Source: an optimization exercise on an open RTL-to-GDS flow (aim: small area and a short achievable clock period). Production flows keep margins and buffers that such runs may drop. RTL that was checked went through simulation tests only; none was proved equivalent to the original. For run 3, only the layout was checked, not whether the RTL still works. No activity file was given, so power comes from the tool's default toggle rates.

==> design/flow/flow/run.sh <==
#!/bin/bash
# Layout flow: the standard layout (standard.sh: unchanged synthesis,
# floorplan, power grid, placement, CTS and routing), plus:
#  - after the standard synthesis, the combinational logic outside the fan-in
#    cone of the HI/LO registers (the timing-critical divider) is re-mapped by
#    ABC for area (remap.ys, remap.abc). Flip-flops keep their cells and names.
#    If that step fails, the standard netlist is used as it is.
#  - the port buffers that placement inserts on every input and output are
#    plain buffers (buf_2);
#  - the resizer's setup margin asks repair_timing to keep working on paths
#    until they would meet a shorter period (the SDC and clock are unchanged).
# Each tool writes its output to a log of its own in this folder (and ORFS to
# its logs in orfs/logs).
set -euo pipefail
MARGIN=59.5
{
  echo 'export BUFFER_PORTS_ARGS = -buffer_cell sky130_fd_sc_hd__buf_2'
  echo "export SETUP_SLACK_MARGIN = ${MARGIN}"
} >> config.mk
bash standard.sh synth > standard_synth.log 2>&1

RES=orfs/results/${FLOW_PLATFORM}/cpu/base
LIB=${FLOW_HOME}/platforms/${FLOW_PLATFORM}/lib/sky130_fd_sc_hd__tt_025C_1v80.lib
remap() {
  : > remap_keep.txt
  sed -e "s#@LIB@#$LIB#g; s#@NET@#$RES/1_2_yosys.v#; s#@TOP@#${FLOW_TOP}#g; s#@KEEP@#remap_keep.txt#g; s#@ABC@#flow/remap.abc#; s#@OUT@#remap_out.v#" \
    flow/remap.ys > remap_run.ys || return 1
  yosys -l remap_yosys.log -s remap_run.ys > /dev/null 2>&1 || return 1
  [ -s remap_out.v ] && grep -q "^module ${FLOW_TOP}(" remap_out.v || return 1
  # the same flip-flops, by name and cell, as the standard netlist
  grep -oE "sky130_fd_sc_hd__e?df[a-z0-9_]* [^ ]+" "$RES/1_2_yosys.v" | sort > remap_ff_std.txt
  grep -oE "sky130_fd_sc_hd__e?df[a-z0-9_]* [^ ]+" remap_out.v | sort > remap_ff_new.txt
  cmp -s remap_ff_std.txt remap_ff_new.txt || return 1
  cp "$RES/1_2_yosys.v" standard_1_2_yosys.v
  cp remap_out.v "$RES/1_2_yosys.v"
  rm -f "$RES/1_synth.odb" "$RES/1_synth.sdc"
}
if remap; then echo "remap: used" > remap_status.txt; else echo "remap: not used" > remap_status.txt; fi
bash standard.sh > standard_layout.log 2>&1
==> design/flow/flow/cone.py <==
#!/usr/bin/env python3
"""cone.py NETLIST REGEX OUT: instances in the combinational fan-in cone of the D-like
inputs of flops whose instance name matches REGEX (stopping at flops and ports)."""
import re, sys
net = open(sys.argv[1]).read()
OUTPINS = {'X', 'Y', 'Q', 'Q_N', 'SUM', 'COUT', 'HI', 'LO'}
inst = {}      # name -> (type, {pin: net})
for m in re.finditer(r'^\s*(sky130_fd_sc_hd__\w+)\s+(\S+)\s*\((.*?)\);', net, re.S | re.M):
    typ, name, body = m.group(1), m.group(2), m.group(3)
    pins = dict(re.findall(r'\.(\w+)\(([^()]*?)\)\s*,?', body))
    inst[name] = (typ, {k: v.strip() for k, v in pins.items()})
driver = {}
for name, (typ, pins) in inst.items():
    for p, n in pins.items():
        if p in OUTPINS: driver[n] = name
isff = lambda t: re.match(r'sky130_fd_sc_hd__(df|edf|sdf|dl)', t) is not None
rx = re.compile(sys.argv[2])
start = [n for n, (t, _) in inst.items() if isff(t) and rx.search(n)]
seen = set(); stack = []
for s in start:
    for p, n in inst[s][1].items():
        if p not in OUTPINS and p != 'CLK': stack.append(n)
while stack:
    n = stack.pop()
    d = driver.get(n)
    if d is None or d in seen: continue
    t, pins = inst[d]
    if isff(t): continue
    seen.add(d)
    for p, nn in pins.items():
        if p not in OUTPINS: stack.append(nn)
with open(sys.argv[3], 'w') as f:
    for s in sorted(seen): f.write('cpu/' + s + '\n')
print(len(start), 'flops,', len(seen), 'cells in cone of', len(inst))
==> design/flow/flow/remap.abc <==
&get -n
&st
&syn2
&dch -f
&nf
&st
&syn2
&dch -f
&nf
&st
&dch -f
&nf
&put
topo
stime -c
buffer -c
upsize -c
dnsize -c
==> design/flow/flow/remap.ys <==
# Re-map the combinational logic of the standard synthesis outside the cells
# listed in @KEEP@ (the fan-in cone of the HI/LO registers, which holds the
# timing-critical divider). Flip-flops, adder cells and tie cells are kept as
# they are, with their names.
read_liberty -ignore_miss_func @LIB@
read_verilog @NET@
hierarchy -top @TOP@
setattr -mod -set keep_hierarchy 1 sky130_fd_sc_hd__df* sky130_fd_sc_hd__edf* sky130_fd_sc_hd__fa_* sky130_fd_sc_hd__ha_* sky130_fd_sc_hd__conb_*
select -read @KEEP@
setattr -set keep_hierarchy 1
select -clear
flatten
opt_clean -purge
stat -liberty @LIB@
abc -liberty @LIB@ -script @ABC@ -dont_use sky130_fd_sc_hd__probe_p_8 -dont_use sky130_fd_sc_hd__probec_p_8 -dont_use sky130_fd_sc_hd__lpflow_*
opt_clean -purge
hilomap -singleton -hicell sky130_fd_sc_hd__conb_1 HI -locell sky130_fd_sc_hd__conb_1 LO
splitnets
opt_clean -purge
insbuf -buf sky130_fd_sc_hd__buf_4 A X
opt_clean
stat -liberty @LIB@
select @TOP@
write_verilog -noattr -nohex -nodec -selected @OUT@
==> design/flow/standard.sh <==
#!/bin/bash
# synth_recipe.tcl (not shown) runs the flow's synth.tcl, then flattens the netlist and writes it again
# the make line also repeats each setting of config.mk as NAME=value (left out here)
make -C /OpenROAD-flow-scripts/flow DESIGN_CONFIG=/design/flow/config.mk WORK_HOME=/design/flow/orfs CLKGATE_MAP_FILE= SYNTH_SCRIPT=/design/flow/synth_recipe.tcl "${@:-finish}"
==> design/flow/config.mk <==
export PLATFORM = sky130hd
export DESIGN_NAME = cpu
export DESIGN_NICKNAME = cpu
export VERILOG_FILES = /design/flow/design.v
export SDC_FILE = /design/flow/constraint.sdc
export NUM_CORES = 8
export LEC_CHECK = 0
export CAP_MARGIN = 35
export CORE_MARGIN = 2
export CORE_UTILIZATION = 40
export CTS_CLUSTER_DIAMETER = 100
export CTS_CLUSTER_SIZE = 25
export SLEW_MARGIN = 35
export BUFFER_PORTS_ARGS = -buffer_cell sky130_fd_sc_hd__buf_2
export SETUP_SLACK_MARGIN = 59.5
==> design/flow/constraint.sdc <==
create_clock -name core_clock -period 76.0 [get_ports {clk}]
set_input_delay 15.2000 -clock core_clock [delete_from_list [all_inputs] [get_ports {clk}]]
set_output_delay 15.2000 -clock core_clock [all_outputs]
set_load 0.01 [all_outputs]
==> design/flow/design.v <==
module Banco_reg(
    input  wire        Clk,
    input  wire        Reset,
    input  wire        RegWrite,
    input  wire [4:0]  ReadRegNext,    
    input  wire [4:0]  WriteReg,
    input  wire [31:0] WriteData,
    output wire [31:0] ReadData
);
    wire [1023:0] q;
    reg  [31:0]   valid;
    reg  [31:0]   sel;
    wire [31:0]   wsel = RegWrite ? (32'd1 << WriteReg) : 32'd0;
    wire [31:0]   valid_nx = valid | wsel;
    genvar i;
    generate
        for (i = 0; i < 32; i = i + 1) begin : g_r
            reg [31:0] r;
            always @(posedge Clk)
                if (wsel[i]) r <= WriteData;
            assign q[32*i +: 32] = r;
        end
    endgenerate
    always @(posedge Clk or posedge Reset) begin
        if (Reset) valid <= 32'd0;
        else valid <= valid_nx;
    end
    always @(posedge Clk) sel <= (32'd1 << ReadRegNext) & valid_nx;
    reg [31:0] acc;
    integer j;
    always @(*) begin
        acc = 32'd0;
        for (j = 0; j < 32; j = j + 1) acc = acc | ({32{sel[j]}} & q[32*j +: 32]);
    end
    assign ReadData = acc;
endmodule
module Brancher(
    input  wire [1:0]  BranchOP,
    input  wire [15:0] adress,
    input  wire [31:0] ALU_out,
    input  wire        GT,
    input  wire        LT,
    input  wire        ET,
    output wire [31:0] Brancher_out
);
    reg RESULT;
    always @(*) begin
        case (BranchOP)
            2'b00: RESULT = ET;
            2'b01: RESULT = ~ET;
            2'b10: RESULT = GT;
            default: RESULT = LT | ET;
        endcase
    end
    wire [31:0] off = {14'd0, adress, 2'b00};
    wire [32:0] c;
    wire [31:0] saida;
    assign c[0] = 1'b0;
    genvar i;
    generate
        for (i = 0; i < 32; i = i + 1) begin : g_add
            assign saida[i] = ALU_out[i] ^ off[i] ^ c[i];
            assign c[i+1]   = (ALU_out[i] & off[i]) | (c[i] & (ALU_out[i] ^ off[i]));
        end
    endgenerate
    assign Brancher_out = RESULT ? saida : ALU_out;
endmodule
module UC(
    input  wire clk,
    input  wire reset_q,
    input  wire [5:0] Opcode,
    input  wire [5:0] Funct,
    input  wire bzero,
    input  wire overflow,
    output wire st_decode2,
    output wire nx_decode2,
    output reg  c_a_ld,
    output reg  c_a_clr,
    output reg  c_b_clr,
    output reg  c_pcw,
    output reg  [2:0] c_pcs,
    output reg  c_irw,
    output reg  c_sa,
    output reg  [1:0] c_sb,
    output reg  [1:0] c_op,
    output reg  c_aow,
    output reg  c_epcw,
    output reg  [1:0] c_bop,
    output wire [2:0] n_iord,
    output wire [1:0] n_ea,
    output wire [2:0] n_m2r,
    output wire [1:0] n_rdst,
    output wire n_rw,
    output wire n_mw
);
    reg  [67:0] st;
    wire [67:0] nx;
    wire dec_none = ~((Opcode == 6'h00 && Funct == 6'h20) | (Opcode == 6'h00 && Funct == 6'h24) | (Opcode == 6'h00 && Funct == 6'h1a) | (Opcode == 6'h00 && Funct == 6'h18) | (Opcode == 6'h00 && Funct == 6'h08) | (Opcode == 6'h00 && Funct == 6'h10) | (Opcode == 6'h00 && Funct == 6'h12) | (Opcode == 6'h00 && Funct == 6'h00) | (Opcode == 6'h00 && Funct == 6'h04) | (Opcode == 6'h00 && Funct == 6'h2a) | (Opcode == 6'h00 && Funct == 6'h03) | (Opcode == 6'h00 && Funct == 6'h07) | (Opcode == 6'h00 && Funct == 6'h02) | (Opcode == 6'h00 && Funct == 6'h22) | (Opcode == 6'h00 && Funct == 6'h0d) | (Opcode == 6'h00 && Funct == 6'h13) | (Opcode == 6'h00 && Funct == 6'h05) | (Opcode == 6'h08) | (Opcode == 6'h09) | (Opcode == 6'h04) | (Opcode == 6'h05) | (Opcode == 6'h06) | (Opcode == 6'h07) | (Opcode == 6'h01) | (Opcode == 6'h0a) | (Opcode == 6'h0f) | (Opcode == 6'h28) | (Opcode == 6'h29) | (Opcode == 6'h2b) | (Opcode == 6'h20) | (Opcode == 6'h21) | (Opcode == 6'h23) | (Opcode == 6'h02) | (Opcode == 6'h03));
    assign nx[0] = st[58] | st[66];  
    assign nx[1] = st[0];  
    assign nx[2] = st[1];  
    assign nx[3] = st[2];  
    assign nx[4] = st[3] | (st[4] & dec_none);  
    assign nx[5] = (st[4] & ((Opcode == 6'h00 && Funct == 6'h20)));  
    assign nx[6] = (st[4] & ((Opcode == 6'h00 && Funct == 6'h22)));  
    assign nx[7] = (st[4] & ((Opcode == 6'h00 && Funct == 6'h24)));  
    assign nx[8] = (st[5] & ~overflow) | (st[6] & ~overflow) | st[7];  
    assign nx[9] = (st[4] & ((Opcode == 6'h00 && Funct == 6'h18)));  
    assign nx[10] = st[9];  
    assign nx[11] = (st[4] & ((Opcode == 6'h00 && Funct == 6'h1a)));  
    assign nx[12] = st[11];  
    assign nx[13] = (st[4] & ((Opcode == 6'h00 && Funct == 6'h10)));  
    assign nx[14] = (st[4] & ((Opcode == 6'h00 && Funct == 6'h12)));  
    assign nx[15] = (st[4] & ((Opcode == 6'h00 && Funct == 6'h00) | (Opcode == 6'h00 && Funct == 6'h03) | (Opcode == 6'h00 && Funct == 6'h02)));  
    assign nx[16] = (st[4] & ((Opcode == 6'h00 && Funct == 6'h04) | (Opcode == 6'h00 && Funct == 6'h07))) | st[15];  
    assign nx[17] = st[16];  
    assign nx[18] = (st[4] & ((Opcode == 6'h00 && Funct == 6'h08)));  
    assign nx[19] = (st[4] & ((Opcode == 6'h00 && Funct == 6'h2a)));  
    assign nx[20] = st[19];  
    assign nx[21] = (st[4] & ((Opcode == 6'h00 && Funct == 6'h0d)));  
    assign nx[22] = st[21];  
    assign nx[23] = (st[4] & ((Opcode == 6'h00 && Funct == 6'h13)));  
    assign nx[24] = (st[4] & ((Opcode == 6'h00 && Funct == 6'h05)));  
    assign nx[25] = st[24];  
    assign nx[26] = st[25];  
    assign nx[27] = st[26];  
    assign nx[28] = st[27];  
    assign nx[29] = st[28];  
    assign nx[30] = st[29];  
    assign nx[31] = st[30];  
    assign nx[32] = st[31];  
    assign nx[33] = st[32];  
    assign nx[34] = (st[4] & ((Opcode == 6'h08) | (Opcode == 6'h09)));  
    assign nx[35] = (st[34] & (Opcode == 6'h08));  
    assign nx[36] = (st[34] & (Opcode != 6'h08));  
    assign nx[37] = (st[4] & ((Opcode == 6'h04) | (Opcode == 6'h05) | (Opcode == 6'h06) | (Opcode == 6'h07)));  
    assign nx[38] = (st[37] & (Opcode[1:0] == 2'd0));  
    assign nx[39] = (st[37] & (Opcode[1:0] == 2'd1));  
    assign nx[40] = (st[37] & (Opcode[1:0] == 2'd3));  
    assign nx[41] = (st[37] & (Opcode[1:0] == 2'd2));  
    assign nx[42] = (st[4] & ((Opcode == 6'h20) | (Opcode == 6'h21) | (Opcode == 6'h23)));  
    assign nx[43] = st[42];  
    assign nx[44] = (st[4] & ((Opcode == 6'h28) | (Opcode == 6'h29) | (Opcode == 6'h2b)));  
    assign nx[45] = st[44];  
    assign nx[46] = (st[4] & ((Opcode == 6'h0f)));  
    assign nx[47] = st[46];  
    assign nx[48] = st[67];  
    assign nx[49] = st[48];  
    assign nx[50] = (st[4] & ((Opcode == 6'h0a)));  
    assign nx[51] = st[50];  
    assign nx[52] = (st[4] & ((Opcode == 6'h01)));  
    assign nx[53] = st[52];  
    assign nx[54] = st[53];  
    assign nx[55] = (st[4] & ((Opcode == 6'h02))) | st[57];  
    assign nx[56] = (st[4] & ((Opcode == 6'h03)));  
    assign nx[57] = st[56];  
    assign nx[58] = st[8] | st[10] | (st[12] & ~bzero) | st[13] | st[14] | st[17] | st[18] | st[20] | st[22] | st[23] | st[33] | (st[35] & ~overflow) | st[36] | st[38] | st[39] | st[40] | st[41] | st[43] | st[45] | st[49] | st[51] | st[54] | st[55];  
    assign nx[59] = (st[5] & overflow) | (st[6] & overflow) | (st[35] & overflow);  
    assign nx[60] = st[59];  
    assign nx[61] = st[60];  
    assign nx[62] = (st[12] & bzero);  
    assign nx[63] = st[62];  
    assign nx[64] = st[63];  
    assign nx[65] = st[61] | st[64];  
    assign nx[66] = st[65];  
    assign nx[67] = st[47];  
    assign st_decode2 = st[4];
    assign nx_decode2 = nx[4];
    assign n_iord[0] = st[43] | st[45] | st[59] | st[60] | st[61] | st[62] | st[63] | st[64];
    assign n_iord[1] = st[28] | st[29] | st[30] | st[59] | st[60] | st[61] | st[62] | st[63] | st[64];
    assign n_iord[2] = st[24] | st[25] | st[26];
    assign n_ea[0] = st[62] | st[63] | st[64];
    assign n_ea[1] = st[59] | st[60] | st[61] | st[62] | st[63] | st[64];
    assign n_m2r[0] = st[8] | st[14] | st[33] | st[35] | st[36] | st[49] | st[57];
    assign n_m2r[1] = st[8] | st[20] | st[33] | st[35] | st[36] | st[51] | st[57];
    assign n_m2r[2] = st[13] | st[14];
    assign n_rdst[0] = st[8] | st[13] | st[14] | st[17] | st[20] | st[33] | st[57];
    assign n_rdst[1] = st[57];
    assign n_rw = st[8] | st[13] | st[14] | st[17] | st[20] | st[33] | st[35] | st[36] | st[43] | st[49] | st[51] | st[54] | st[57];
    assign n_mw = st[26] | st[28] | st[29] | st[30] | st[43] | st[45] | st[53] | st[59] | st[60] | st[61] | st[62] | st[63] | st[64];
    always @(posedge clk) begin
        if (reset_q) begin
            st <= 68'd2;
            c_a_ld <= 1'd0;
            c_a_clr <= 1'd0;
            c_b_clr <= 1'd0;
            c_pcw <= 1'd0;
            c_pcs <= 3'd0;
            c_irw <= 1'd0;
            c_sa <= 1'd0;
            c_sb <= 2'd0;
            c_op <= 2'd0;
            c_aow <= 1'd0;
            c_epcw <= 1'd0;
            c_bop <= 2'd0;
        end else begin
            st <= nx;
            c_a_ld <= st[3] | st[4];
            c_a_clr <= st[27] | st[65];
            c_b_clr <= st[31];
            c_pcw <= st[2] | st[18] | st[22] | st[23] | st[38] | st[39] | st[40] | st[41] | st[53] | st[55] | st[66];
            c_pcs[0] <= st[38] | st[39] | st[40] | st[41] | st[53];
            c_pcs[1] <= st[55];
            c_pcs[2] <= st[23] | st[38] | st[39] | st[40] | st[41];
            c_irw <= st[2];
            c_sa <= st[5] | st[6] | st[7] | st[18] | st[34] | st[52];
            c_sb[0] <= st[2] | st[34];
            c_sb[1] <= st[34];
            c_op[0] <= st[2] | st[5] | st[7] | st[34];
            c_op[1] <= st[6] | st[7] | st[59] | st[60] | st[61] | st[62] | st[63] | st[64];
            c_aow <= st[3] | st[4] | st[5] | st[6] | st[7] | st[33] | st[34] | st[43] | st[45] | st[52] | st[57];
            c_epcw <= st[59] | st[60] | st[61] | st[62] | st[63] | st[64];
            c_bop[0] <= st[39] | st[41];
            c_bop[1] <= st[40] | st[41];
        end
    end
endmodule
module div(
    input  wire [31:0] r,
    input  wire [31:0] n,
    input  wire [31:0] d,
    output wire [31:0] r_out,
    output wire [31:0] n_out
);
    wire [31:0] rr [0:4];
    wire [31:0] nn [0:4];
    assign rr[0] = r;
    assign nn[0] = n;
    genvar k;
    generate
        for (k = 0; k < 4; k = k + 1) begin : g_s
            wire [32:0] t  = {rr[k], nn[k][31]};
            wire [32:0] df;
            wire        ge;
            sub33 u_sub(.a(t), .b({1'b0, d}), .s(df), .nb(ge));
            assign rr[k+1] = ge ? df[31:0] : t[31:0];
            assign nn[k+1] = {nn[k][30:0], ge};
        end
    endgenerate
    assign r_out = rr[4];
    assign n_out = nn[4];
endmodule
module div0(
    input  wire [31:0] n,
    input  wire [31:0] d,
    output wire [3:0]  r_out,
    output wire [31:0] n_out
);
    wire [3:0] rr [0:4];
    assign rr[0] = 4'd0;
    genvar k;
    generate
        for (k = 0; k < 4; k = k + 1) begin : g_s
            wire [k:0]   t;
            if (k == 0) begin : g_t0
                assign t = n[31];
            end else begin : g_t
                assign t = {rr[k][k-1:0], n[31-k]};
            end
            wire         hz = ~|d[31:k+1];
            wire [k+1:0] df = {1'b0, t} - {1'b0, d[k:0]};
            wire         ge = hz & ~df[k+1];
            assign rr[k+1] = ge ? df[k:0] : t;
            assign n_out[3-k] = ge;
        end
    endgenerate
    assign r_out = rr[4];
    assign n_out[31:4] = n[27:0];
endmodule
module sub33(
    input  wire [32:0] a,
    input  wire [32:0] b,
    output wire [32:0] s,
    output wire        nb
);
    wire [32:0] bb = ~b;
    wire [32:0] p0 = a ^ bb;
    wire [32:0] g0 = a & bb;
    reg  [32:0] g, p;
    integer i, l;
    always @(*) begin
        g = g0; p = p0;
        g[0] = g0[0] | p0[0];           
        for (l = 1; l < 33; l = l * 2)
            for (i = 2*l - 1; i < 33; i = i + 2*l) begin
                g[i] = g[i] | (p[i] & g[i-l]);
                p[i] = p[i] & p[i-l];
            end
        for (l = 16; l >= 1; l = l / 2)
            for (i = 3*l - 1; i < 33; i = i + 2*l) begin
                g[i] = g[i] | (p[i] & g[i-l]);
                p[i] = p[i] & p[i-l];
            end
    end
    assign s[0] = ~p0[0];
    genvar k;
    generate
        for (k = 1; k < 33; k = k + 1) begin : g_s
            assign s[k] = p0[k] ^ g[k-1];
        end
    endgenerate
    assign nb = g[32];
endmodule
module mult(
    input  wire [31:0] a,       
    input  wire [4:0]  b5,      
    input  wire [31:0] hin,     
    input  wire [31:0] lin,     
    output wire [31:0] hout,
    output wire [31:0] lout
);
    wire        amin = (a == 32'h80000000);
    wire [32:0] pp [0:1];
    wire [1:0]  neg, ext;
    genvar j;
    generate
        for (j = 0; j < 2; j = j + 1) begin : g_pp
            wire [2:0]  t    = b5[2*j +: 3];
            wire        zero = (t == 3'b000) || (t == 3'b111);
            wire        two  = (t == 3'b011) || (t == 3'b100);
            assign neg[j]    = t[2] && !(t[1] && t[0]);
            wire [32:0] mag  = two ? {a, 1'b0} : {a[31], a};
            assign pp[j]     = zero ? 33'd0 : (mag ^ {33{neg[j]}});
            assign ext[j]    = pp[j][32] | (two & neg[j] & amin);
        end
    endgenerate
    wire [35:0] x0 = {{4{hin[31]}}, hin};
    wire [35:0] x1 = {{3{ext[0]}}, pp[0]};
    wire [35:0] x2 = {ext[1], pp[1], 2'b00};
    wire [35:0] s, c;
    assign s[1:0] = x0[1:0];
    assign c[1:0] = x1[1:0];
    assign c[2]   = neg[1];
    genvar i;
    generate
        for (i = 2; i < 36; i = i + 1) begin : g_csa
            assign s[i] = x0[i] ^ x1[i] ^ x2[i];
            if (i < 35) begin : g_c
                assign c[i+1] = (x0[i] & x1[i]) | (x0[i] & x2[i]) | (x1[i] & x2[i]);
            end
        end
    endgenerate
    wire [35:0] p0 = s ^ c;
    wire [35:0] g0 = s & c;
    reg  [35:0] g, p;
    integer k, l;
    always @(*) begin
        g = g0; p = p0;
        g[0] = g0[0] | (p0[0] & neg[0]);
        for (l = 1; l < 36; l = l * 2)
            for (k = 2*l - 1; k < 36; k = k + 2*l) begin
                g[k] = g[k] | (p[k] & g[k-l]);
                p[k] = p[k] & p[k-l];
            end
        for (l = 16; l >= 1; l = l / 2)
            for (k = 3*l - 1; k < 36; k = k + 2*l) begin
                g[k] = g[k] | (p[k] & g[k-l]);
                p[k] = p[k] & p[k-l];
            end
    end
    wire [35:0] x = p0 ^ {g[34:0], neg[0]};
    assign hout = x[35:4];
    assign lout = {x[3:0], lin[31:4]};
endmodule
module ula32(
    input  wire [1:0]  op,
    input  wire [31:0] A,
    input  wire [31:0] B,
    output wire [31:0] S,
    output wire [31:0] soma,
    output wire        Overflow,
    output wire        Igual,
    output wire        Maior,
    output wire        Menor
);
    wire [31:0] nb  = (op == 2'd1) ? B : ~B;
    wire        cin = (op == 2'd2);
    wire [31:0] p0  = A ^ nb;
    wire [31:0] g0  = A & nb;
    reg  [31:0] g, p;
    integer i, l;
    always @(*) begin
        g = g0; p = p0;
        g[0] = g0[0] | (p0[0] & cin);
        for (l = 1; l < 32; l = l * 2)
            for (i = 2*l - 1; i < 32; i = i + 2*l) begin
                g[i] = g[i] | (p[i] & g[i-l]);
                p[i] = p[i] & p[i-l];
            end
        for (l = 8; l >= 1; l = l / 2)
            for (i = 3*l - 1; i < 32; i = i + 2*l) begin
                g[i] = g[i] | (p[i] & g[i-l]);
                p[i] = p[i] & p[i-l];
            end
    end
    assign soma = p0 ^ {g[30:0], cin};
    assign Overflow = g[31] ^ g[30];
    assign S = (op == 2'd0) ? A : (op == 2'd3) ? (A & B) : soma;
    assign Igual = (soma == 32'd0) & ~Overflow;
    assign Maior = ((~soma[31] & ~Overflow) | (Overflow & ~A[31])) & ~Igual;
    assign Menor = (soma[31] & ~Overflow) | (Overflow & A[31]);
endmodule
module cpu(
    input  wire        clk,
    input  wire        reset,
    output wire [31:0] mem_addr,
    output wire        mem_wr,
    output wire [31:0] mem_wdata,
    input  wire [31:0] mem_rdata,
    output wire        reg_we,
    output wire [4:0]  reg_waddr,
    output wire [31:0] reg_wdata
);
    reg [31:0] PC;                          
    reg [31:0] EPC, HI, LO;                 
    reg        epc_v, hilo_v;
    reg        reset_q;                     
    reg [31:0] IR, A, B, ALUOut;            
    wire [5:0]  op_f  = IR[31:26];
    wire [4:0]  rs    = IR[25:21];
    wire [4:0]  rt    = IR[20:16];
    wire [15:0] imm   = IR[15:0];
    wire c_a_ld, c_a_clr, c_b_clr, c_pcw, c_irw, c_sa, c_aow, c_epcw;
    wire [2:0] c_pcs;
    wire [1:0] c_sb, c_op, c_bop;
    wire [2:0] n_iord, n_m2r;
    wire [1:0] n_ea, n_rdst;
    wire n_rw, n_mw;
    wire st_decode2, nx_decode2;
    wire overflow;
    UC UC_(
        .clk(clk), .reset_q(reset_q), .Opcode(op_f), .Funct(IR[5:0]),
        .bzero(B == 32'd0), .overflow(overflow), .st_decode2(st_decode2), .nx_decode2(nx_decode2),
        .c_a_ld(c_a_ld), .c_a_clr(c_a_clr), .c_b_clr(c_b_clr),
        .c_pcw(c_pcw), .c_pcs(c_pcs), .c_irw(c_irw),
        .c_sa(c_sa), .c_sb(c_sb), .c_op(c_op), .c_aow(c_aow), .c_epcw(c_epcw), .c_bop(c_bop),
        .n_iord(n_iord), .n_ea(n_ea), .n_m2r(n_m2r), .n_rdst(n_rdst), .n_rw(n_rw), .n_mw(n_mw)
    );
    reg  [4:0]  waddr_nx;            
    reg  [31:0] wdata_nx;            
    wire [31:0] rd;
    wire [31:0] ir_nx = c_irw ? mem_rdata : IR;
    Banco_reg BANCO_REG_(
        .Clk(clk), .Reset(reset), .RegWrite(n_rw),
        .ReadRegNext(nx_decode2 ? ir_nx[20:16] : ir_nx[25:21]),
        .WriteReg(waddr_nx), .WriteData(wdata_nx), .ReadData(rd)
    );
    wire [31:0] ain = c_sa ? A : PC;
    reg  [31:0] bin;
    always @(*) begin
        case (c_sb)
            2'd0: bin = B;
            2'd1: bin = 32'd4;
            2'd2: bin = 32'd0;
            default: bin = {{16{imm[15]}}, imm};
        endcase
    end
    wire [31:0] alu_res, soma;
    wire igual, maior, menor;
    ula32 ULA_(
        .op(c_op), .A(ain), .B(bin), .S(alu_res), .soma(soma),
        .Overflow(overflow), .Igual(igual), .Maior(maior), .Menor(menor)
    );
    wire [31:0] br_out;
    Brancher BRANCHER_(
        .BranchOP(c_bop), .adress(imm), .ALU_out(ALUOut),
        .GT(maior), .LT(menor), .ET(igual), .Brancher_out(br_out)
    );
    reg [31:0] pc_in;
    always @(*) begin
        case (c_pcs)
            3'd0: pc_in = alu_res;
            3'd1: pc_in = ALUOut;
            3'd2: pc_in = {PC[31:28], rt, rs, imm, 2'b00};
            3'd3: pc_in = 32'b00000100110001001011010010110100;
            3'd4, 3'd6: pc_in = epc_v ? EPC : 32'd0;
            default: pc_in = br_out;
        endcase
    end
    wire md_go = st_decode2 && (op_f == 6'd0) &&
                 ((IR[5:0] == 6'h18) || (IR[5:0] == 6'h1a));
    reg  [2:0] md_step;         
    reg        md_on;
    reg        md_div;
    always @(posedge clk) begin
        if (reset_q) begin
            md_on <= 1'b0;
        end else if (md_go) begin
            md_on <= 1'b1;
        end else if (md_step == 3'd7) begin
            md_on <= 1'b0;
        end
    end
    always @(posedge clk) begin
        md_step <= md_go ? 3'd0 : md_step + 3'd1;
        if (md_go) md_div <= IR[1];
    end
    wire md_first = (md_step == 3'd0);
    reg         bm1;
    wire [31:0] m_a  = md_first ? rd : A;
    wire [4:0]  m_b5 = md_first ? {B[3:0], 1'b0} : {LO[3:0], bm1};
    wire [31:0] m_h  = md_first ? 32'd0 : HI;
    wire [31:0] m_l  = md_first ? B : LO;
    always @(posedge clk) bm1 <= m_b5[4];
    wire [31:0] m_hi, m_lo;
    mult MULT_(.a(m_a), .b5(m_b5), .hin(m_h), .lin(m_l), .hout(m_hi), .lout(m_lo));
    wire [3:0]  d0_r;
    wire [31:0] d0_n, d1_r, d1_n;
    div0 DIV0_(.n(rd), .d(B), .r_out(d0_r), .n_out(d0_n));
    div  DIV_ (.r(LO), .n(HI), .d(B), .r_out(d1_r), .n_out(d1_n));
    always @(posedge clk or posedge reset) begin
        if (reset) hilo_v <= 1'b0;
        else if (md_on) hilo_v <= 1'b1;
    end
    always @(posedge clk) begin
        if (md_on) begin
            if (md_div) begin
                HI <= md_first ? d0_n : d1_n;
                LO <= md_first ? {28'd0, d0_r} : d1_r;
            end else begin
                HI <= m_hi; LO <= m_lo;
            end
        end
    end
    wire [31:0] pc_nx  = c_pcw ? pc_in : PC;
    wire [31:0] alu_nx = c_aow ? alu_res : ALUOut;
    wire        a_rf   = c_a_ld && !st_decode2;      
    wire        b_rf   = c_a_ld && st_decode2;       
    wire [31:0] a_nx   = a_rf ? rd : c_a_clr ? 32'd0 : A;
    wire [31:0] b_nx   = b_rf ? rd : c_b_clr ? 32'd0 : B;
    always @(posedge clk or posedge reset) begin
        if (reset) begin
            PC <= 32'd0; epc_v <= 1'b0;
        end else begin
            PC <= pc_nx;
            if (c_epcw) epc_v <= 1'b1;
        end
    end
    always @(posedge clk) begin
        reset_q <= reset;
        if (c_epcw) EPC <= alu_res;
    end
    always @(posedge clk) begin
        IR <= ir_nx;
        A <= a_nx;
        B <= b_nx;
        ALUOut <= alu_nx;
    end
    always @(*) begin
        case (n_rdst)
            2'd0: waddr_nx = rt;
            2'd1: waddr_nx = IR[15:11];
            2'd2: waddr_nx = 5'd29;
            default: waddr_nx = 5'd31;
        endcase
        case (n_m2r)
            3'd1: wdata_nx = {imm, 16'b0};
            3'd2: wdata_nx = {32{menor}};
            3'd3: wdata_nx = alu_nx;
            3'd4: wdata_nx = hilo_v ? HI : 32'd0;
            3'd5: wdata_nx = hilo_v ? LO : 32'd0;
            default: wdata_nx = 32'd0;
        endcase
    end
    reg [31:0] addr, wdata_o, wdata_b;
    reg [4:0]  waddr_o;
    reg        we_o, mw_o;
    always @(posedge clk) begin
        case (n_iord)
            3'd0: addr <= pc_nx;
            3'd1: addr <= alu_nx;
            3'd2: addr <= b_nx;
            3'd3: addr <= {24'd0, 6'b111111, n_ea};
            default: addr <= a_nx;
        endcase
        waddr_o <= waddr_nx;
        wdata_o <= wdata_nx;
        we_o    <= n_rw;
        mw_o    <= n_mw;
        wdata_b <= n_mw ? b_nx : 32'd0;
    end
    assign mem_addr  = addr;
    assign mem_wr    = mw_o;
    assign mem_wdata = wdata_b;
    assign reg_we    = we_o;
    assign reg_waddr = waddr_o;
    assign reg_wdata = wdata_o;
endmodule
==> results of run 1 <==
[cells in the final DEF, fill, tap and decap left out, types with 24 or more instances in the layout]
master,count
fa_1,149
and3_1,25
clkbuf_1,45
dfxtp_2,52
a221oi_1,60
a22o_1,78
nand4_1,63
a211oi_1,29
a31oi_1,26
buf_4,215
nor4_1,28
xnor2_1,51
nor3b_1,34
nor2_4,32
a21oi_1,336
or2_2,44
edfxtp_1,1143
o21ai_0,211
clkbuf_16,78
mux2_2,52
a21o_1,54
dfrtp_1,65
inv_1,297
xor2_1,77
dfxtp_1,266
o211ai_1,31
buf_2,124
a22oi_1,163
a222oi_1,210
nor2_1,324
nand2_1,430
nand3_1,153
nor3_1,46
o21a_1,24
ha_1,213
and2_0,36
nor2b_1,46
mux2i_1,130
[layout make-up]
class	instances	share of cell area (%)
clock buffer	121	2.69
sequential	1539	55.4
multi-input combinational	3408	32.9
antenna	6	0.0195
timing repair buffer	362	3.38
tap	2310	3.75
clock inverter	20	0.380
inverter	302	1.49
[routing by layer]
layer / track usage (%) / part of all wire [%] / vias to the layer above
met1: 38.9 / 36 / 25600
li1: - / - / 21200
met2: 48.4 / 46 / 3452
met5: 0 / 0.0091 / -
met4: 17.9 / 7.1 / 4
met3: 5.94 / 11 / 782
[repair_timing]
action,CTS,global route
pin swaps,4,20
cloned,2,2
buffers inserted,4,17
endpoints found under the hold margin,0,0
resized for setup,80,22
hold buffers,0,0
setup endpoints to repair,57,34
[report_power, final]
group / leakage (nW) / switching (mW) / internal [mW]
sequential: 14.3 / 0.0321 / 0.941
clock: 1.13 / 0.288 / 0.201
combinational: 13.5 / 0.685 / 0.450
[worst min path at each step]
stage	start	endpoint	slack, ns	depth (start not counted)
after floorplan	UC_.st[0]$_SDFF_PP0_	UC_.st[1]$_SDFF_PP1_	0.39	1
after global placement	UC_.st[0]$_SDFF_PP0_	UC_.st[1]$_SDFF_PP1_	0.39	1
after detailed placement	UC_.st[0]$_SDFF_PP0_	UC_.st[1]$_SDFF_PP1_	0.42	1
after CTS	UC_.st[0]$_SDFF_PP0_	UC_.st[1]$_SDFF_PP1_	0.43	1
after global routing	UC_.st[0]$_SDFF_PP0_	UC_.st[1]$_SDFF_PP1_	0.43	1
final	UC_.st[0]$_SDFF_PP0_	UC_.st[1]$_SDFF_PP1_	0.42	1
==> impl_metrics.toml, run 1 <==
[die]
boundaryPins = 137
die_w_um = 419
rows = 152
die_h_um = 419
dieArea_um2 = 176000
start_util_pct = 40.2
core_region_area_um2 = 172000

[clock_network]
clkTransAtPathRegs_ns = 0.12
cts_tree = "done"
clk_latency_ns = 0.78
cts_buffers = 76
htree_levels = 3
clk_path_buf_depth = 3
root_buffer = "clkbuf_16"
cts.sinks = 1539

[sta]
fin_tns_setup_ns = 0
rsz0062_at_grt = "yes"
setup_viol = 0
worst_pin_slew_ns = 1.09
whs_ns = 0.416
fmax_mhz = 60.6
hold_viol_final = 0
slew_viol_final = 0
period_minus_slack_ns = 16.50
fin_ws_ns = 59.50
maxSlewHeadroom_pct = 26.6
fin_crit_sh_pct = 21.7
finalClockSkew_ns = 0.0644

[finish]
largest_reg_flops = 1024
multi_input_area_um2 = 25300
finish.utilization_pct = 44.9
regMostFlops = "BANCO_REG_.g_r.r"
reg_top3 = "BANCO_REG_.g_r.r x1024, UC_.st x68"
n_fill_cell = 15700
nNetsFinal = 6087
regArea_um2 = 42700
final_cells = 8068
fin_area_um2 = 77100
area_growth_pct = 11.7
drive_above_1_share_pct = 12.9

[critical_path]
crit_family = "flip-flops"
cp.depth = 1
required_ns = 60.80
path_cells = "buf_6"
worstSetupPathType = "reg -> out"
endpoint_kind = "primary output"
crit_end = "mem_wdata[9]"
crit_slowest_cell = "dfxtp_4"
rr_endpoint = "LO[0]$_DFFE_PP_"
cp_data_arrival_time_ns = 1.30
crit_path_start_kind = "flip-flop"
ff2ff_setup_slack_ns = 60.29
worst-path-buf-inv = 1
reg2reg_depth = 80
worstReg2RegStart = "HI[31]$_DFFE_PP_"
crit_start = "wdata_b[9]$_SDFF_PN0_"
worstPathMaxFanout = 1
critPathMaxStageDelay_ns = 0.41

[pwr]
p_leak_nw = 29.0
p_total_mw = 2.60
ir_drop_mv = 0.0355
power_density_nw_per_um2 = 33.7

[routing]
totalWireLength_mm = 274
ant_nets = 0
drtIter0Drc = 7812
viasPerCell = 6.32
routedWlPerCell_um = 33.9
route.detailed.drc = 0
dr.pass1.iters = 9
vias = 51000

[worst_hold_path]
min_path_type = "reg -> reg"

[logic_synthesis]
synthCells = 5398
syn-cell-area_um2 = 69000
syn-num-nets = 5796
synth_area_per_cell_um2 = 12.8
synth_warnings = 9

[place]
place_inst = 7893
port_buffers = 136
placed_cell_area_um2 = 74100
gp_congestion = 1.00
pre_cts_slack_ns = 57.00
dp_hpwl_mm = 173

[global_routing]
grt_pass1_vias = 48300
grt_max_degree = 67
grt_overflow = 0
track_usage_pct = 30.5
antenna_found_initial = 8
grt_pass1_wl_mm = 377

[job]
cap_violations = 0

[outcome]
outcome = "no timing/DRC/antenna violations"
==> run 2: changes to the inputs <==
--- a/design/flow/flow/run.sh
+++ b/design/flow/flow/run.sh
@@ -22,7 +22,7 @@
 RES=orfs/results/${FLOW_PLATFORM}/cpu/base
 LIB=${FLOW_HOME}/platforms/${FLOW_PLATFORM}/lib/sky130_fd_sc_hd__tt_025C_1v80.lib
 remap() {
-  : > remap_keep.txt
+  python3 flow/cone.py "$RES/1_2_yosys.v" '^\\(HI|LO)\[' remap_keep.txt > remap_cone.log 2>&1 || return 1
   sed -e "s#@LIB@#$LIB#g; s#@NET@#$RES/1_2_yosys.v#; s#@TOP@#${FLOW_TOP}#g; s#@KEEP@#remap_keep.txt#g; s#@ABC@#flow/remap.abc#; s#@OUT@#remap_out.v#" \
     flow/remap.ys > remap_run.ys || return 1
   yosys -l remap_yosys.log -s remap_run.ys > /dev/null 2>&1 || return 1
==> run 2 against run 1 <==
Effect of this change:
- still clean
- critical path depth did not move
- clock skew rose by 0.034 ns
- register-to-register slack improved by 0.90 ns
- synthesized area rose by 2.5%
- utilization fell by 0.63 points
- die area rose by 2.5%
- wire length rose by 0.47%
- sequential share of layout area fell by 0.70 points
- power rose by 10%
- worst hold slack improved by 0.0053 ns
- cell count rose by 1.3%
- critical path type unchanged
==> impl_metrics.toml, run 2 <==
[sta]
fin_tns_setup_ns = 0
slew_viol_final = 0
fin_crit_sh_pct = 21.7
worst_pin_slew_ns = 1.15
maxSlewHeadroom_pct = 21.4
rsz0062_at_grt = "no"
period_minus_slack_ns = 16.46
whs_ns = 0.421
hold_viol_final = 0
finalClockSkew_ns = 0.0988
fin_ws_ns = 59.54
setup_viol = 0
fmax_mhz = 60.8

[place]
place_inst = 8014
dp_hpwl_mm = 177
pre_cts_slack_ns = 59.23
placed_cell_area_um2 = 75300
port_buffers = 136
gp_congestion = 1.02

[die]
core_region_area_um2 = 176000
die_h_um = 424
rows = 154
boundaryPins = 137
start_util_pct = 40.2
dieArea_um2 = 180000
die_w_um = 424

[finish]
nNetsFinal = 6157
largest_reg_flops = 1024
regMostFlops = "BANCO_REG_.g_r.r"
layout_commonest_cell = "edfxtp_1"
drive_above_1_share_pct = 12.0
most-common-layout-cells = "1143 x edfxtp_1, 509 x a22oi_1, 340 x nand2_1"
area_growth_pct = 10.2
reg_top3 = "BANCO_REG_.g_r.r x1024, UC_.st x68"
fin_area_um2 = 77900
final_cells = 8170
finish.utilization_pct = 44.3

[routing]
dr.pass1.iters = 7
routedWlPerCell_um = 33.6
totalWireLength_mm = 275
met3_length_mm = 32.2
drtIter0Drc = 7547
viasPerCell = 6.37
met2_length_mm = 122
route.detailed.drc = 0
drt-met1-wl_mm = 104
ant_nets = 0
topRoutingLayerUsed = "met5"
vias = 52000

[critical_path]
cp_data_arrival_time_ns = 1.26
worstPathMaxFanout = 1
critPathMaxStageDelay_ns = 0.33
endpoint_kind = "primary output"
worst-path-buf-inv = 1
crit_slowest_cell = "dfxtp_1"
crit_path_start_kind = "flip-flop"
required_ns = 60.80
crit_family = "flip-flops"
worstSetupPathType = "reg -> out"
path_cells = "buf_2"

[clock_network]
root_buffer = "clkbuf_16"
clk_path_buf_depth = 3
cts_buffers = 78
htree_levels = 3
holdBufCountCts = 0
cts.sinks = 1539
cts_setup_buffers = 0
cts_tree = "done"
clk_latency_ns = 0.81
cts_resized = 0
clkTransAtPathRegs_ns = 0.11

[job]
cap_violations = 0

[outcome]
outcome = "no timing/DRC/antenna violations"

[global_routing]
grt_overflow = 0
antenna_found_initial = 15
grt_pass1_wl_mm = 382
track_usage_pct = 29.9
grt_max_degree = 67
grt_pass1_vias = 49000

[pwr]
p_total_mw = 2.86
p_leak_nw = 29.5
power_density_nw_per_um2 = 36.7
ir_drop_mv = 0.0430

[worst_hold_path]
min_path_type = "reg -> reg"

[logic_synthesis]
synthCells = 5603
synth_warnings = 9
syn-cell-area_um2 = 70700
synth_area_per_cell_um2 = 12.6
syn-num-nets = 6001
run 2: report_power, final:
group	total, mW	internal [mW]	switching, mW
Clock	0.506	0.208	0.298
Combinational	1.37	0.556	0.815
Sequential	0.982	0.949	0.0329
run 2: worst register-to-register path, delay by kind of cell (launching register included):
kind / cells / cell delay, ns
mux: 2 / 0.69
flops: 1 / 0.78
simple gates: 10 / 3.18
buf+inv: 7 / 1.52
fa+ha+maj: 4 / 1.34
compound gates: 25 / 7.16
run 2: routing by layer:
metal | vias up | GRT usage, %
met5 | - | 0
met4 | 18 | 15.3
met3 | 720 | 7.01
met2 | 3425 | 45.9
met1 | 26300 | 39.5
li1 | 21600 | -
run 2: area by class of cell:
type                            instances  area, um^2
Clock inverter                         22         387
Fill cell                           16000       98000
Tap cell                             2340        2930
Sequential cell                      1539       42600
Antenna cell                            7        17.5
Inverter                              302        1140
Timing Repair Buffer                  328        2130
Clock buffer                          122        2130
Multi-Input combinational cell       3510       26600
run 2: path summary, 6_finish.rpt:
kind / cells after the start / slack, ns / end / start
max: 1 / 59.54 / mem_addr[16] / addr[16]$_DFF_P_
min: 1 / 0.42 / UC_.st[1]$_SDFF_PP1_ / UC_.st[0]$_SDFF_PP0_
max in group asynchronous: 3 / 60.84 / BANCO_REG_.valid[5]$_DFF_PP0_ / reset
max reg2reg: 48 / 61.19 / LO[31]$_DFFE_PP_ / B[1]$_DFF_P_
min reg2reg: 1 / 0.42 / UC_.st[1]$_SDFF_PP1_ / UC_.st[0]$_SDFF_PP0_
min in group asynchronous: 3 / 14.63 / epc_v$_DFFE_PP0P_ / reset
==> run 3: changes to the inputs <==
--- a/design/flow/design.v
+++ b/design/flow/design.v
@@ -93,10 +93,10 @@
     output wire n_rw,
     output wire n_mw
 );
-    reg  [67:0] st;
-    wire [67:0] nx;
+    reg  [64:0] st;
+    wire [64:0] nx;
     wire dec_none = ~((Opcode == 6'h00 && Funct == 6'h20) | (Opcode == 6'h00 && Funct == 6'h24) | (Opcode == 6'h00 && Funct == 6'h1a) | (Opcode == 6'h00 && Funct == 6'h18) | (Opcode == 6'h00 && Funct == 6'h08) | (Opcode == 6'h00 && Funct == 6'h10) | (Opcode == 6'h00 && Funct == 6'h12) | (Opcode == 6'h00 && Funct == 6'h00) | (Opcode == 6'h00 && Funct == 6'h04) | (Opcode == 6'h00 && Funct == 6'h2a) | (Opcode == 6'h00 && Funct == 6'h03) | (Opcode == 6'h00 && Funct == 6'h07) | (Opcode == 6'h00 && Funct == 6'h02) | (Opcode == 6'h00 && Funct == 6'h22) | (Opcode == 6'h00 && Funct == 6'h0d) | (Opcode == 6'h00 && Funct == 6'h13) | (Opcode == 6'h00 && Funct == 6'h05) | (Opcode == 6'h08) | (Opcode == 6'h09) | (Opcode == 6'h04) | (Opcode == 6'h05) | (Opcode == 6'h06) | (Opcode == 6'h07) | (Opcode == 6'h01) | (Opcode == 6'h0a) | (Opcode == 6'h0f) | (Opcode == 6'h28) | (Opcode == 6'h29) | (Opcode == 6'h2b) | (Opcode == 6'h20) | (Opcode == 6'h21) | (Opcode == 6'h23) | (Opcode == 6'h02) | (Opcode == 6'h03));
-    assign nx[0] = st[58] | st[66];  
+    assign nx[0] = st[56];  
     assign nx[1] = st[0];  
     assign nx[2] = st[1];  
     assign nx[3] = st[2];  
@@ -105,7 +105,7 @@
     assign nx[6] = (st[4] & ((Opcode == 6'h00 && Funct == 6'h22)));  
     assign nx[7] = (st[4] & ((Opcode == 6'h00 && Funct == 6'h24)));  
     assign nx[8] = (st[5] & ~overflow) | (st[6] & ~overflow) | st[7];  
-    assign nx[9] = (st[4] & ((Opcode == 6'h00 && Funct == 6'h18)));  
+    assign nx[9] = (st[4] & ((Opcode == 6'h00 && Funct == 6'h18) | (Opcode == 6'h00 && Funct == 6'h0d)));  
     assign nx[10] = st[9];  
     assign nx[11] = (st[4] & ((Opcode == 6'h00 && Funct == 6'h1a)));  
     assign nx[12] = st[11];  
@@ -117,10 +117,10 @@
     assign nx[18] = (st[4] & ((Opcode == 6'h00 && Funct == 6'h08)));  
     assign nx[19] = (st[4] & ((Opcode == 6'h00 && Funct == 6'h2a)));  
     assign nx[20] = st[19];  
-    assign nx[21] = (st[4] & ((Opcode == 6'h00 && Funct == 6'h0d)));  
-    assign nx[22] = st[21];  
-    assign nx[23] = (st[4] & ((Opcode == 6'h00 && Funct == 6'h13)));  
-    assign nx[24] = (st[4] & ((Opcode == 6'h00 && Funct == 6'h05)));  
+    assign nx[21] = (st[4] & ((Opcode == 6'h00 && Funct == 6'h13)));  
+    assign nx[22] = (st[4] & ((Opcode == 6'h00 && Funct == 6'h05)));  
+    assign nx[23] = st[22];  
+    assign nx[24] = st[23];  
     assign nx[25] = st[24];  
     assign nx[26] = st[25];  
     assign nx[27] = st[26];  
@@ -128,59 +128,56 @@
     assign nx[29] = st[28];  
     assign nx[30] = st[29];  
     assign nx[31] = st[30];  
-    assign nx[32] = st[31];  
-    assign nx[33] = st[32];  
-    assign nx[34] = (st[4] & ((Opcode == 6'h08) | (Opcode == 6'h09)));  
-    assign nx[35] = (st[34] & (Opcode == 6'h08));  
-    assign nx[36] = (st[34] & (Opcode != 6'h08));  
-    assign nx[37] = (st[4] & ((Opcode == 6'h04) | (Opcode == 6'h05) | (Opcode == 6'h06) | (Opcode == 6'h07)));  
-    assign nx[38] = (st[37] & (Opcode[1:0] == 2'd0));  
-    assign nx[39] = (st[37] & (Opcode[1:0] == 2'd1));  
-    assign nx[40] = (st[37] & (Opcode[1:0] == 2'd3));  
-    assign nx[41] = (st[37] & (Opcode[1:0] == 2'd2));  
-    assign nx[42] = (st[4] & ((Opcode == 6'h20) | (Opcode == 6'h21) | (Opcode == 6'h23)));  
+    assign nx[32] = (st[4] & ((Opcode == 6'h08) | (Opcode == 6'h09)));  
+    assign nx[33] = (st[32] & (Opcode == 6'h08));  
+    assign nx[34] = (st[32] & (Opcode != 6'h08));  
+    assign nx[35] = (st[4] & ((Opcode == 6'h04) | (Opcode == 6'h05) | (Opcode == 6'h06) | (Opcode == 6'h07)));  
+    assign nx[36] = (st[35] & (Opcode[1:0] == 2'd0));  
+    assign nx[37] = (st[35] & (Opcode[1:0] == 2'd1));  
+    assign nx[38] = (st[35] & (Opcode[1:0] == 2'd3));  
+    assign nx[39] = (st[35] & (Opcode[1:0] == 2'd2));  
+    assign nx[40] = (st[4] & ((Opcode == 6'h20) | (Opcode == 6'h21) | (Opcode == 6'h23)));  
+    assign nx[41] = st[40];  
+    assign nx[42] = (st[4] & ((Opcode == 6'h28) | (Opcode == 6'h29) | (Opcode == 6'h2b)));  
     assign nx[43] = st[42];  
-    assign nx[44] = (st[4] & ((Opcode == 6'h28) | (Opcode == 6'h29) | (Opcode == 6'h2b)));  
+    assign nx[44] = (st[4] & ((Opcode == 6'h0f)));  
     assign nx[45] = st[44];  
-    assign nx[46] = (st[4] & ((Opcode == 6'h0f)));  
+    assign nx[46] = st[64];  
     assign nx[47] = st[46];  
-    assign nx[48] = st[67];  
+    assign nx[48] = (st[4] & ((Opcode == 6'h0a)));  
     assign nx[49] = st[48];  
-    assign nx[50] = (st[4] & ((Opcode == 6'h0a)));  
+    assign nx[50] = (st[4] & ((Opcode == 6'h01)));  
     assign nx[51] = st[50];  
-    assign nx[52] = (st[4] & ((Opcode == 6'h01)));  
-    assign nx[53] = st[52];  
-    assign nx[54] = st[53];  
-    assign nx[55] = (st[4] & ((Opcode == 6'h02))) | st[57];  
-    assign nx[56] = (st[4] & ((Opcode == 6'h03)));  
-    assign nx[57] = st[56];  
-    assign nx[58] = st[8] | st[10] | (st[12] & ~bzero) | st[13] | st[14] | st[17] | st[18] | st[20] | st[22] | st[23] | st[33] | (st[35] & ~overflow) | st[36] | st[38] | st[39] | st[40] | st[41] | st[43] | st[45] | st[49] | st[51] | st[54] | st[55];  
-    assign nx[59] = (st[5] & overflow) | (st[6] & overflow) | (st[35] & overflow);  
-    assign nx[60] = st[59];  
+    assign nx[52] = st[51];  
+    assign nx[53] = (st[4] & ((Opcode == 6'h02))) | st[55];  
+    assign nx[54] = (st[4] & ((Opcode == 6'h03)));  
+    assign nx[55] = st[54];  
+    assign nx[56] = st[8] | st[10] | (st[12] & ~bzero) | st[13] | st[14] | st[17] | st[18] | st[20] | st[21] | st[31] | (st[33] & ~overflow) | st[34] | st[36] | st[37] | st[38] | st[39] | st[41] | st[43] | st[47] | st[49] | st[52] | st[53] | st[63];  
+    assign nx[57] = (st[5] & overflow) | (st[6] & overflow) | (st[33] & overflow);  
+    assign nx[58] = st[57];  
+    assign nx[59] = st[58];  
+    assign nx[60] = (st[12] & bzero);  
     assign nx[61] = st[60];  
-    assign nx[62] = (st[12] & bzero);  
-    assign nx[63] = st[62];  
-    assign nx[64] = st[63];  
-    assign nx[65] = st[61] | st[64];  
-    assign nx[66] = st[65];  
-    assign nx[67] = st[47];  
+    assign nx[62] = st[61];  
+    assign nx[63] = st[59] | st[62];  
+    assign nx[64] = st[45];  
     assign st_decode2 = st[4];
     assign nx_decode2 = nx[4];
-    assign n_iord[0] = st[43] | st[45] | st[59] | st[60] | st[61] | st[62] | st[63] | st[64];
-    assign n_iord[1] = st[28] | st[29] | st[30] | st[59] | st[60] | st[61] | st[62] | st[63] | st[64];
-    assign n_iord[2] = st[24] | st[25] | st[26];
-    assign n_ea[0] = st[62] | st[63] | st[64];
-    assign n_ea[1] = st[59] | st[60] | st[61] | st[62] | st[63] | st[64];
-    assign n_m2r[0] = st[8] | st[14] | st[33] | st[35] | st[36] | st[49] | st[57];
-    assign n_m2r[1] = st[8] | st[20] | st[33] | st[35] | st[36] | st[51] | st[57];
+    assign n_iord[0] = st[41] | st[43] | st[57] | st[58] | st[59] | st[60] | st[61] | st[62];
+    assign n_iord[1] = st[26] | st[27] | st[28] | st[57] | st[58] | st[59] | st[60] | st[61] | st[62];
+    assign n_iord[2] = st[22] | st[23] | st[24];
+    assign n_ea[0] = st[60] | st[61] | st[62];
+    assign n_ea[1] = st[57] | st[58] | st[59] | st[60] | st[61] | st[62];
+    assign n_m2r[0] = st[8] | st[14] | st[31] | st[33] | st[34] | st[47] | st[55];
+    assign n_m2r[1] = st[8] | st[20] | st[31] | st[33] | st[34] | st[49] | st[55];
     assign n_m2r[2] = st[13] | st[14];
-    assign n_rdst[0] = st[8] | st[13] | st[14] | st[17] | st[20] | st[33] | st[57];
-    assign n_rdst[1] = st[57];
-    assign n_rw = st[8] | st[13] | st[14] | st[17] | st[20] | st[33] | st[35] | st[36] | st[43] | st[49] | st[51] | st[54] | st[57];
-    assign n_mw = st[26] | st[28] | st[29] | st[30] | st[43] | st[45] | st[53] | st[59] | st[60] | st[61] | st[62] | st[63] | st[64];
+    assign n_rdst[0] = st[8] | st[13] | st[14] | st[17] | st[20] | st[31] | st[55];
+    assign n_rdst[1] = st[55];
+    assign n_rw = st[8] | st[13] | st[14] | st[17] | st[20] | st[31] | st[33] | st[34] | st[41] | st[47] | st[49] | st[52] | st[55];
+    assign n_mw = st[24] | st[26] | st[27] | st[28] | st[41] | st[43] | st[51] | st[57] | st[58] | st[59] | st[60] | st[61] | st[62];
     always @(posedge clk) begin
         if (reset_q) begin
-            st <= 68'd2;
+            st <= 65'd2;
             c_a_ld <= 1'd0;
             c_a_clr <= 1'd0;
             c_b_clr <= 1'd0;
@@ -196,22 +193,22 @@
         end else begin
             st <= nx;
             c_a_ld <= st[3] | st[4];
-            c_a_clr <= st[27] | st[65];
-            c_b_clr <= st[31];
-            c_pcw <= st[2] | st[18] | st[22] | st[23] | st[38] | st[39] | st[40] | st[41] | st[53] | st[55] | st[66];
-            c_pcs[0] <= st[38] | st[39] | st[40] | st[41] | st[53];
-            c_pcs[1] <= st[55];
-            c_pcs[2] <= st[23] | st[38] | st[39] | st[40] | st[41];
+            c_a_clr <= st[25] | st[63];
+            c_b_clr <= st[29];
+            c_pcw <= st[2] | st[18] | st[21] | st[36] | st[37] | st[38] | st[39] | st[51] | st[53];
+            c_pcs[0] <= st[36] | st[37] | st[38] | st[39] | st[51];
+            c_pcs[1] <= st[53];
+            c_pcs[2] <= st[21] | st[36] | st[37] | st[38] | st[39];
             c_irw <= st[2];
-            c_sa <= st[5] | st[6] | st[7] | st[18] | st[34] | st[52];
-            c_sb[0] <= st[2] | st[34];
-            c_sb[1] <= st[34];
-            c_op[0] <= st[2] | st[5] | st[7] | st[34];
-            c_op[1] <= st[6] | st[7] | st[59] | st[60] | st[61] | st[62] | st[63] | st[64];
-            c_aow <= st[3] | st[4] | st[5] | st[6] | st[7] | st[33] | st[34] | st[43] | st[45] | st[52] | st[57];
-            c_epcw <= st[59] | st[60] | st[61] | st[62] | st[63] | st[64];
-            c_bop[0] <= st[39] | st[41];
-            c_bop[1] <= st[40] | st[41];
+            c_sa <= st[5] | st[6] | st[7] | st[18] | st[32] | st[50];
+            c_sb[0] <= st[2] | st[32];
+            c_sb[1] <= st[3] | st[18] | st[31] | st[32] | st[41] | st[43] | st[50] | st[55];
+            c_op[0] <= st[2] | st[3] | st[5] | st[7] | st[18] | st[31] | st[32] | st[41] | st[43] | st[50] | st[55];
+            c_op[1] <= st[6] | st[7] | st[57] | st[58] | st[59] | st[60] | st[61] | st[62];
+            c_aow <= st[3] | st[5] | st[6] | st[7] | st[31] | st[32] | st[41] | st[43] | st[50] | st[55];
+            c_epcw <= st[57] | st[58] | st[59] | st[60] | st[61] | st[62];
+            c_bop[0] <= st[37] | st[39];
+            c_bop[1] <= st[38] | st[39];
         end
     end
 endmodule
@@ -395,7 +392,7 @@
     end
     assign soma = p0 ^ {g[30:0], cin};
     assign Overflow = g[31] ^ g[30];
-    assign S = (op == 2'd0) ? A : (op == 2'd3) ? (A & B) : soma;
+    assign S = (op == 2'd3) ? (A & B) : soma;
     assign Igual = (soma == 32'd0) & ~Overflow;
     assign Maior = ((~soma[31] & ~Overflow) | (Overflow & ~A[31])) & ~Igual;
     assign Menor = (soma[31] & ~Overflow) | (Overflow & A[31]);
==> run 3 against run 2 <==
Effect of this change:
- still clean
- worst hold slack better by 0.016 ns
- die area up 0.33%
- wire length up 2.5%
- worst setup slack better by 0.047 ns
- critical path type unchanged
- critical endpoint is now reg_waddr[0]
- largest power group unchanged
==> impl_metrics.toml, run 3 <==
[clock_network]
cts_tree = "done"
cts_buffers = 77
cts.sinks = 1536
cts_resized = 0
clk_path_buf_depth = 3
cts_setup_buffers = 0
clkTransAtPathRegs_ns = 0.10
holdBufCountCts = 0
htree_levels = 3
root_buffer = "clkbuf_16"
clk_latency_ns = 0.77

[place]
placed_cell_area_um2 = 75600
dp_hpwl_mm = 182
place_inst = 8091
gp_congestion = 1.01
port_buffers = 136
pre_cts_slack_ns = 59.36

[critical_path]
path_cells = "buf_2"
critPathMaxStageDelay_ns = 0.33
cp.depth = 1
worstPathMaxFanout = 1
worstSetupPathType = "reg -> out"
reg2reg_depth = 47
crit_slowest_cell = "dfxtp_1"
crit_family = "flip-flops"
required_ns = 60.80
worst-path-buf-inv = 1
ff2ff_setup_slack_ns = 61.92
crit_path_start_kind = "flip-flop"
endpoint_kind = "primary output"
cp_data_arrival_time_ns = 1.21

[finish]
fin_area_um2 = 78100
multi_input_area_um2 = 26800
most-common-layout-cells = "1143 x edfxtp_1, 479 x a22oi_1, 410 x nand2_1"
reg_top3 = "BANCO_REG_.g_r.r x1024, UC_.st x65"
layout_commonest_cell = "edfxtp_1"
area_growth_pct = 10.1
regArea_um2 = 42600
nNetsFinal = 6231
final_cells = 8244
largest_reg_flops = 1024
regMostFlops = "BANCO_REG_.g_r.r"
drive_above_1_share_pct = 12.0
n_fill_cell = 16200
finish.utilization_pct = 44.4

[logic_synthesis]
synth_area_per_cell_um2 = 12.5
syn-num-nets = 6056
synthCells = 5658
synth_warnings = 9
syn-cell-area_um2 = 71000

[global_routing]
track_usage_pct = 30.6
grt_pass1_wl_mm = 389
grt_overflow = 0
grt_pass1_vias = 49900
grt_max_degree = 67
antenna_found_initial = 18

[routing]
drtIter0Drc = 7000
routedWlPerCell_um = 34.2
ant_nets = 0
route.detailed.drc = 0
dr.pass1.iters = 6
vias = 52500
totalWireLength_mm = 282
viasPerCell = 6.36

[sta]
finalClockSkew_ns = 0.0586
slew_viol_final = 0
whs_ns = 0.438
maxSlewHeadroom_pct = 29.5
period_minus_slack_ns = 16.41
fin_tns_setup_ns = 0
hold_viol_final = 0
fin_ws_ns = 59.59
setup_viol = 0
rsz0062_at_grt = "no"
fmax_mhz = 60.9
worst_pin_slew_ns = 1.05
fin_crit_sh_pct = 21.6

[die]
die_w_um = 425
core_region_area_um2 = 176000
dieArea_um2 = 181000
rows = 154
boundaryPins = 137
die_h_um = 425
start_util_pct = 40.3

[outcome]
outcome = "no timing/DRC/antenna violations"

[worst_hold_path]
hold_depth = 2
min_path_type = "reg -> reg"

[pwr]
power_density_nw_per_um2 = 37.1
p_leak_nw = 29.0
p_total_mw = 2.90
ir_drop_mv = 0.0513

[job]
cap_violations = 0
-- run 3: cell type report --
cell class              instances  share of cell area, %
flip-flops and latches       1536                   54.5
multi-input cells            3575                   34.3
well taps                    2340                   3.75
repair buffers                337                   2.86
clock buffers                 122                   2.75
inverters                     306                   1.47
clock inverters                21                  0.383
diodes                          7                 0.0224
-- run 3: worst paths after layout --
check / start / endpoint
worst min-delay path: UC_.st[12]$_SDFF_PP0_ / UC_.st[60]$_SDFF_PP0_
max in group asynchronous: reset / PC[9]$_DFF_PP0_
min in group asynchronous: reset / BANCO_REG_.valid[23]$_DFF_PP0_
worst max-delay path: waddr_o[0]$_DFF_P_ / reg_waddr[0]
worst max register to register: B[1]$_DFF_P_ / LO[27]$_DFFE_PP_
worst min register to register: UC_.st[12]$_SDFF_PP0_ / UC_.st[60]$_SDFF_PP0_
-- run 3: layer usage --
| layer | global-route usage, % | share of wire, % | up-vias |
|---|---|---|---|
| li1 | - | - | 21800 |
| met1 | 38.9 | 37 | 26600 |
| met2 | 49.1 | 46 | 3304 |
| met3 | 6.03 | 11 | 739 |
| met4 | 16.6 | 6.5 | 16 |
| met5 | 0 | 0.038 | - |
-- run 3: where the power goes --
part	internal (mW)	switching [mW]
clock network	0.205	0.291
registers	0.955	0.0300
logic	0.558	0.861
total	1.72	1.18

==> afterwards: timing with drivers on the ports <==
The flow's constraints put no driver on any port. The routed layouts listed below were extracted and timed again, unchanged, in two steps.
Step 1 sets driving cells, clkbuf_16 on the clock port and buf_2 on the other inputs (assumed; they add their load-dependent delay and slew).
Step 2, shift: input delay + t, output delay - t, t = (earliest + latest rising clock arrival at the registers) / 2. This alone moves slack from input paths to output paths.
a / b / c = ideal / step 1 / step 2; a / b = the first two.
run	t (ns)	setup WS [ns]	worst setup path after step 2	slew at the worst register clock pin (ns)	cell pins on the clock port's net
run 1	0.829	59.498 / 59.414 / 59.135	input to register	0.12 / 0.12	1
run 2	0.839	59.545 / 59.464 / 59.369	input to register	0.12 / 0.12	1
run 3	0.836	59.592 / 59.501 / 59.323	input to register	0.12 / 0.12	1
After both steps setup and hold are still met in every run listed. For run 1, which loses most, drivers alone change the setup slack by -0.084 ns; drivers and shift together by -0.363 ns.
